What follows belongs to an exercise in optimizing a design on an open flow for small area; a production flow would make more cautious choices. Only simulation tests tie the RTL to the original design; equivalence was not proved. Power and IR drop assume default switching activity.

==> flow/design.v <==
module Uart_ClkDiv(Sys_CLK,Sys_RST,Uart_CE);
input Sys_CLK;
input Sys_RST;
output Uart_CE;
reg [8:0]Div;
assign Uart_CE = (Div == 9'b110000010);
always@(posedge Sys_CLK or negedge Sys_RST)
begin
	if(!Sys_RST)
		Div <= 9'b001010110;
	else
		Div <= {Div[7:0], (Div[8] ^ Div[4]) & ~Uart_CE};
end
endmodule
module Uart_Tx(Sys_CLK,Sys_RST,Uart_CE,Fin,Err_Rx,Data_Rx,Signal_Tx);
input Sys_CLK;
input Sys_RST;
input Uart_CE;
input Fin;
input Err_Rx;
input [7:0]Data_Rx;
output Signal_Tx;
reg Signal_Tx;
reg Busy;
reg [3:0]Char_Cnt;        
reg [7:0]Tx_Cnt;
reg [7:0]Cnt;
reg Presult;
reg Error_Flag;
reg [7:0]Data_Reg;
wire Trig = Fin && !Busy && (Tx_Cnt != 8'hEE);
wire Last = Error_Flag ? (Char_Cnt == 4'd6) : (Char_Cnt == 4'd8);
wire Long = Last || (Char_Cnt == 4'd0);
wire Load = Busy && (Cnt[7:1] == 7'h7F) && (Cnt[0] || !Long);
wire Stop = Tx_Cnt[7] && !Tx_Cnt[6] && Tx_Cnt[4];
reg Bit;
always@(*)
begin
	case({Error_Flag, Char_Cnt})
		5'h01: Bit = 8'h52 >> Tx_Cnt[6:4];
		5'h02: Bit = 8'h65 >> Tx_Cnt[6:4];
		5'h03: Bit = 8'h74 >> Tx_Cnt[6:4];
		5'h04: Bit = 8'h75 >> Tx_Cnt[6:4];
		5'h05: Bit = 8'h72 >> Tx_Cnt[6:4];
		5'h06: Bit = 8'h6E >> Tx_Cnt[6:4];
		5'h07: Bit = 8'h3A >> Tx_Cnt[6:4];
		5'h08: Bit = Data_Reg >> Tx_Cnt[6:4];
		5'h11: Bit = 8'h45 >> Tx_Cnt[6:4];
		5'h12: Bit = 8'h72 >> Tx_Cnt[6:4];
		5'h13: Bit = 8'h72 >> Tx_Cnt[6:4];
		5'h14: Bit = 8'h6F >> Tx_Cnt[6:4];
		5'h15: Bit = 8'h72 >> Tx_Cnt[6:4];
		5'h16: Bit = 8'h21 >> Tx_Cnt[6:4];
		default: Bit = 8'h0D >> Tx_Cnt[6:4];
	endcase
end
always@(posedge Sys_CLK or negedge Sys_RST)
begin
	if(!Sys_RST)
	begin
		Busy <= 1'b0;
		Char_Cnt <= 4'd0;
		Tx_Cnt <= 8'h90;
		Signal_Tx <= 1'b1;
	end
	else if(Uart_CE)
	begin
		if(Trig)
			Busy <= 1'b1;
		else if(Load && Last)
			Busy <= 1'b0;
		if(Load)
		begin
			Char_Cnt <= Last ? 4'd0 : Char_Cnt + 4'd1;
			Tx_Cnt <= 8'hEE;
		end
		else if(!Stop)
			Tx_Cnt <= Tx_Cnt + 8'd1;
		if(Tx_Cnt[3:0] == 4'd0)
		begin
			if(!Tx_Cnt[7])
				Signal_Tx <= Bit;
			else if(Tx_Cnt[6])
				Signal_Tx <= 1'b0;             
			else if(!Tx_Cnt[4])
				Signal_Tx <= Presult;          
			else
				Signal_Tx <= 1'b1;             
		end
	end
end
always@(posedge Sys_CLK)
begin
	if(Uart_CE)
	begin
		if(Trig)
		begin
			Cnt <= 8'd0;
			Error_Flag <= Err_Rx;
			Data_Reg <= Data_Rx;
		end
		else
			Cnt <= Load ? 8'd0 : Cnt + 8'd1;
		if(Tx_Cnt[3:0] == 4'd0)
			Presult <= Tx_Cnt[7] ? 1'b0 : Presult ^ Bit;
	end
end
endmodule
module Uart_Rx(Sys_CLK,RST,Uart_CE,Signal_Rx,Data_Rx,Err,Fin);
input Sys_CLK;
input RST;
input Uart_CE;
input Signal_Rx;
output [7:0]Data_Rx;
output Err;
output Fin;               
reg [7:0]Data_Rx;
reg Err;
reg RxBuf;
reg RxFall;
reg [7:0]Cnt;
wire Idle = (Cnt == 8'd0) || (Cnt == 8'd171);
wire Samp = Uart_CE && (Cnt[3:0] == 4'd9) && (Cnt[7:4] != 4'd0);
assign Fin = (Cnt == 8'd171);
always@(posedge Sys_CLK or negedge RST)
begin
	if(!RST)
	begin
		RxBuf <= 1'b1;
		RxFall <= 1'b0;
		Cnt <= 8'd0;
	end
	else if(Uart_CE)
	begin
		RxBuf <= Signal_Rx;
		RxFall <= RxBuf & ~Signal_Rx;
		Cnt <= Idle ? {7'd0, RxFall} : Cnt + 8'd1;
	end
end
always@(posedge Sys_CLK)
begin
	if(Samp)
	begin
		if(Cnt[7:4] <= 4'd8)                  
			Data_Rx <= {Signal_Rx, Data_Rx[7:1]};
		if(Cnt[7:4] == 4'd1)
			Err <= Signal_Rx;
		else if(Cnt[7:4] == 4'd10)            
			Err <= Err | ~Signal_Rx;
		else                                  
			Err <= Err ^ Signal_Rx;
	end
end
endmodule
module Uart_Top(Sys_CLK,Sys_RST,Signal_Tx,Signal_Rx);
input Sys_CLK;
input Sys_RST;
input Signal_Rx;
output Signal_Tx;
wire Uart_CE;
wire [7:0]Data_Rx;
wire Err;
wire Fin;
Uart_ClkDiv Uart_ClkDiv(.Sys_CLK(Sys_CLK),.Sys_RST(Sys_RST),.Uart_CE(Uart_CE));
Uart_Rx Uart_Rx(.Sys_CLK(Sys_CLK),.RST(Sys_RST),.Uart_CE(Uart_CE),.Signal_Rx(Signal_Rx),
				.Data_Rx(Data_Rx),.Err(Err),.Fin(Fin));
Uart_Tx Uart_Tx(.Sys_CLK(Sys_CLK),.Sys_RST(Sys_RST),.Uart_CE(Uart_CE),.Fin(Fin),.Err_Rx(Err),
				.Data_Rx(Data_Rx),.Signal_Tx(Signal_Tx));
endmodule
==> flow/run.sh <==
#!/bin/bash
# synth_recipe.tcl (not shown) runs the flow's synth.tcl, then flattens the netlist and writes it again
# the make line also repeats each setting of config.mk as NAME=value (left out here)
make -C /OpenROAD-flow-scripts/flow DESIGN_CONFIG=/design/flow/config.mk WORK_HOME=/design/flow/orfs CLKGATE_MAP_FILE= SYNTH_SCRIPT=/design/flow/synth_recipe.tcl finish
==> flow/config.mk <==
export PLATFORM = sky130hd
export DESIGN_NAME = Uart_Top
export DESIGN_NICKNAME = Uart_Top
export VERILOG_FILES = /design/flow/design.v
export SDC_FILE = /design/flow/constraint.sdc
export NUM_CORES = 4
export LEC_CHECK = 0
export CAP_MARGIN = 20
export CORE_MARGIN = 2
export CORE_UTILIZATION = 40
export SLEW_MARGIN = 20
==> flow/constraint.sdc <==
create_clock -name core_clock -period 5.0 [get_ports {Sys_CLK}]
set_input_delay 1.0000 -clock core_clock [delete_from_list [all_inputs] [get_ports {Sys_CLK}]]
set_output_delay 1.0000 -clock core_clock [all_outputs]
set_load 0.01 [all_outputs]
==> summary.md <==
| Metric | Value |
|---|---|
| Fin crit period | 2.67 ns |
| # DRC | 0 |
| Max-cap violations | 0 |
| Hold_buf cts | 0 |
| N_diodes | 0 |
| Setup TNS | 0 ns |
| Num ports | 4 |
| Area delta synth->final | 8.84% |
| Antenna viol nets, final | 0 |
| Largest net degree at the start of global routing | 34 |
| Netlist Area Pre-Place | 3140 sq um |
| First-pass GRT wire length | 10,700 um |
| Die height | 92.6 um |
| Yosys cell types | 59 |
| Setup repair bufs after CTS | 0 |
| Post-synth EDFFs | 27 |
| Worst-Margin Slew | about 0.74 ns |
| Share of layout cells above drive strength 1 | roughly an eighth |
| Die Area | 8580 sq um |
| Lkg Pwr | 1.32 nW |
| Mapped Avg Cell Area | 10.7 sq um |
| Vias in the first global route | 2,259 |
| CP Max Fanout | 21 |
| WL/cell | 14.6 um |
| Clock Tree Root | clkbuf_8 |
| Power per standard cell area | 262 nW/um^2 |
| Final wirelength | between 5000 and 6000 um |
| Synth Area in Compound Gates | 13.1% |
| GRT Util Overall | about 15% |
| Worst vdd ir | 0.179 mV |
| Vias | ~2,200 |
| TritonCTS clock tree | yes |
| Flops & latches, synth | 60 |
| PortBufs | 3 |
| Min-Delay Path Class | reg -> reg |
| CP Data Arrival Time | 2.75 ns |
| Xor/xnor share of the synthesized area | 3.63% |
| Reg clk slew, reported paths | 0.06 ns |
| Final cell count without fillers | between 400 and 500 |
| Cell accounting for the most synthesized area | edfxtp_1 |
| Slew headroom | 50.3% |
| Net count after synthesis | about 300 |
| Main synth FF type | edfxtp_1 |
| Share of the yosys chip area belonging to registers | between 50% and 60% |
| Clock Tree Buf Depth | 2 |
| Synth top area share | 25.8% |
| Placed Cells | 390 |
| Post-synth top cells | nor2_1, edfxtp_1, dfrtp_1, nand2_1 |
| Hold Violations, Final | 0 |
| Die X | 92.6 um |
| Unrepaired setup endpoints after global routing | no |
| Tot Pwr | 0.894 mW |
| Simple-gate portion of the synthesized area | 20.0% |
| Syn Inst Count | 294 |
| Synthesis Warnings | 3 |
| Count leader, synth | nor2_1 |
| Detailed Routing Iterations Pass 1 | 4 |
| Sink Count | 60 |
| Final cycle utilization of the critical path | 53.5% |
| Area contributors post-synth | edfxtp_1, dfrtp_1, dfstp_2 |
| Max-slew violation count | 0 |
| Multiplexer share of the synthesized area | 1.99% |
| WP data required | just over 5 ns |
| Clock skew | between 0.008 and 0.009 ns |
| Total congestion overflow | 0 |
| Num rows | 32 |
| Initial Util | 41.1% |
| Adder-Cell Fraction of Synth Area | approximately 4.8% |
| Post-DP HPWL | 4020 um |
| Crit end category | flip-flop |
| Hold WS | 0.367 ns |
| Total CTS buffers | 9 |
| Post-CTS sizing | 0 |
| Vias per inst | 5.40 |
| Routability Congestion | 0.820 |
| Crit Path Category | reg -> reg |
| Setup-failing EPs final | 0 |
| H-tree depth | 3 |
| Status | no timing/DRC/antenna violations |
| Initial antenna violation count | 0 |
| Clk Latency, worst-skew pair | 0.33 ns |
| DRT iter0 DRCs | 103 |
| Core Footprint | 7650 sq um |
| Main combinational cell family by area after synthesis | simple AND/OR/NAND/NOR gates |
| Startpoint Class | flip-flop |
| Async S/R FF share, synth | 55.0% |
| Achievable frequency | 374 MHz |
| Nets | around 310 |
-- critical path, stage by stage, from the launching register on --
cell and delay [ns]:
dfrtp_1 0.74, mux2i_1 0.38, a211oi_1 0.15, a2111oi_0 0.37, o32ai_1 0.15, a211oi_2 0.29, mux2_1 0.34
-- final cells by class --
| type | instances | area, sq um |
|---|---|---|
| clock buffers | 11 | 141 |
| clock inverters | 5 | 28.8 |
| repair buffers | 5 | 45.0 |
| inverters | 17 | 63.8 |
| fillers | 731 | 4230 |
| well taps | 102 | 128 |
| flip-flops and latches | 60 | 1650 |
| multi-input cells | 206 | 1370 |
-- logic make-up after synthesis --
logic type	Yosys count
mux	6
compound gates	57
xor+xnor	13
flops	60
fa+ha+maj	12
simple gates	118
buf+inv	28
-- power by group --
part | leakage [nW] | switching, mW | internal [mW]
clock network | 0.0828 | 0.184 | 0.190
registers | 0.648 | 0 | 0.513
logic | 0.593 | 0.00598 | 0.00259
-- registers in the layout (all words and copies together) (netlist names), 4 cells and up --
signal / cells
Uart_Rx.Cnt: 8
Uart_Tx.Tx_Cnt: 8
Uart_Tx.Cnt: 8
Uart_Tx.Data_Reg: 8
Uart_Tx.Char_Cnt: 4
Uart_ClkDiv.Div: 9
Uart_Rx.Data_Rx: 8
-- path summary, 6_finish.rpt --
kind	start	to	slack (ns)	depth (start not counted)
max in group asynchronous	Sys_RST	Uart_Tx.Tx_Cnt[7]	3.60	2
hold reg to reg	Uart_ClkDiv.Div[1]	Uart_ClkDiv.Div[2]	0.37	0
hold / removal	Uart_ClkDiv.Div[1]	Uart_ClkDiv.Div[2]	0.37	0
setup reg to reg	Uart_Tx.Char_Cnt[2]	Uart_Tx.Presult	2.33	6
setup / recovery	Uart_Tx.Char_Cnt[2]	Uart_Tx.Presult	2.33	6
min in group asynchronous	Sys_RST	Uart_Rx.Cnt[3]	1.06	2
-- placed cells by master, fill, tap and decap left out, drive strengths merged, types with 4 or more instances in the layout --
cell     synthesis  final
nor2            28     28
edfxtp          27     27
dfrtp           25     25
nand2           23     23
inv             17     17
o21ai           17     17
nand3           16     16
ha              12     12
clkbuf           4     11
dfstp            8      8
xnor2            8      8
nor4             7      7
nor3             7      7
nand4            6      6
a21oi            6      6
a2111oi          6      6
nor2b            5      5
o31ai            5      5
and3             5      5
xor2             5      5
a21o             5      5
nand2b           4      4
mux2i            4      4
a31oi            4      4
a211oi           4      4
-- per-stage QoR --
| stage | worst slack, ns | instance area, sq um | util [%] |
|---|---|---|---|
| 4_1_cts | 2.35 | 3420 | 44.7 |
| 3_5_place_dp | 2.35 | 3250 | 42.5 |
| 5_1_grt | 2.00 | 3420 | 44.7 |
| 3_3_place_gp | 2.40 | 3250 | 42.5 |
| 6_report | 2.33 | 3420 | 44.7 |
| 2_1_floorplan | 2.57 | 3140 | - |
-- routing by layer --
layer  wire length (um)  GRT usage, %  share of wire (%)
met3                126          3.58                2.1
met1               2980          20.7                 50
met2               2730          24.9                 46
met4                 87          5.35                1.5
met5                  0             0                  0

afterwards: timing with drivers on the ports:
The results above use ideal ports. As a check the final layout listed here was re-extracted and re-timed, cells and wires unchanged. Step 1: set_driving_cell puts a clkbuf_16 on Sys_CLK and a buf_2 on each other input, an assumption about the parent block. Step 2 times the ports against the registers' clock, not the clock port: input delays grow and output delays shrink by t, the midpoint of the rising clock arrivals with the driver on. Three values: no drivers, after step 1, after step 2; two values: the first two.
t, ns: 0.358
setup WS [ns]: 2.326 / 2.326 / 2.326
worst register clock-pin slew, ns: 0.07 / 0.07
worst data-port slew with drivers (ns): 0.03
cell pins on the clock port's net: 1
After both steps this run still meets setup and hold. For this run, drivers alone change the setup slack by 0.000 ns; drivers and shift together by 0.000 ns.
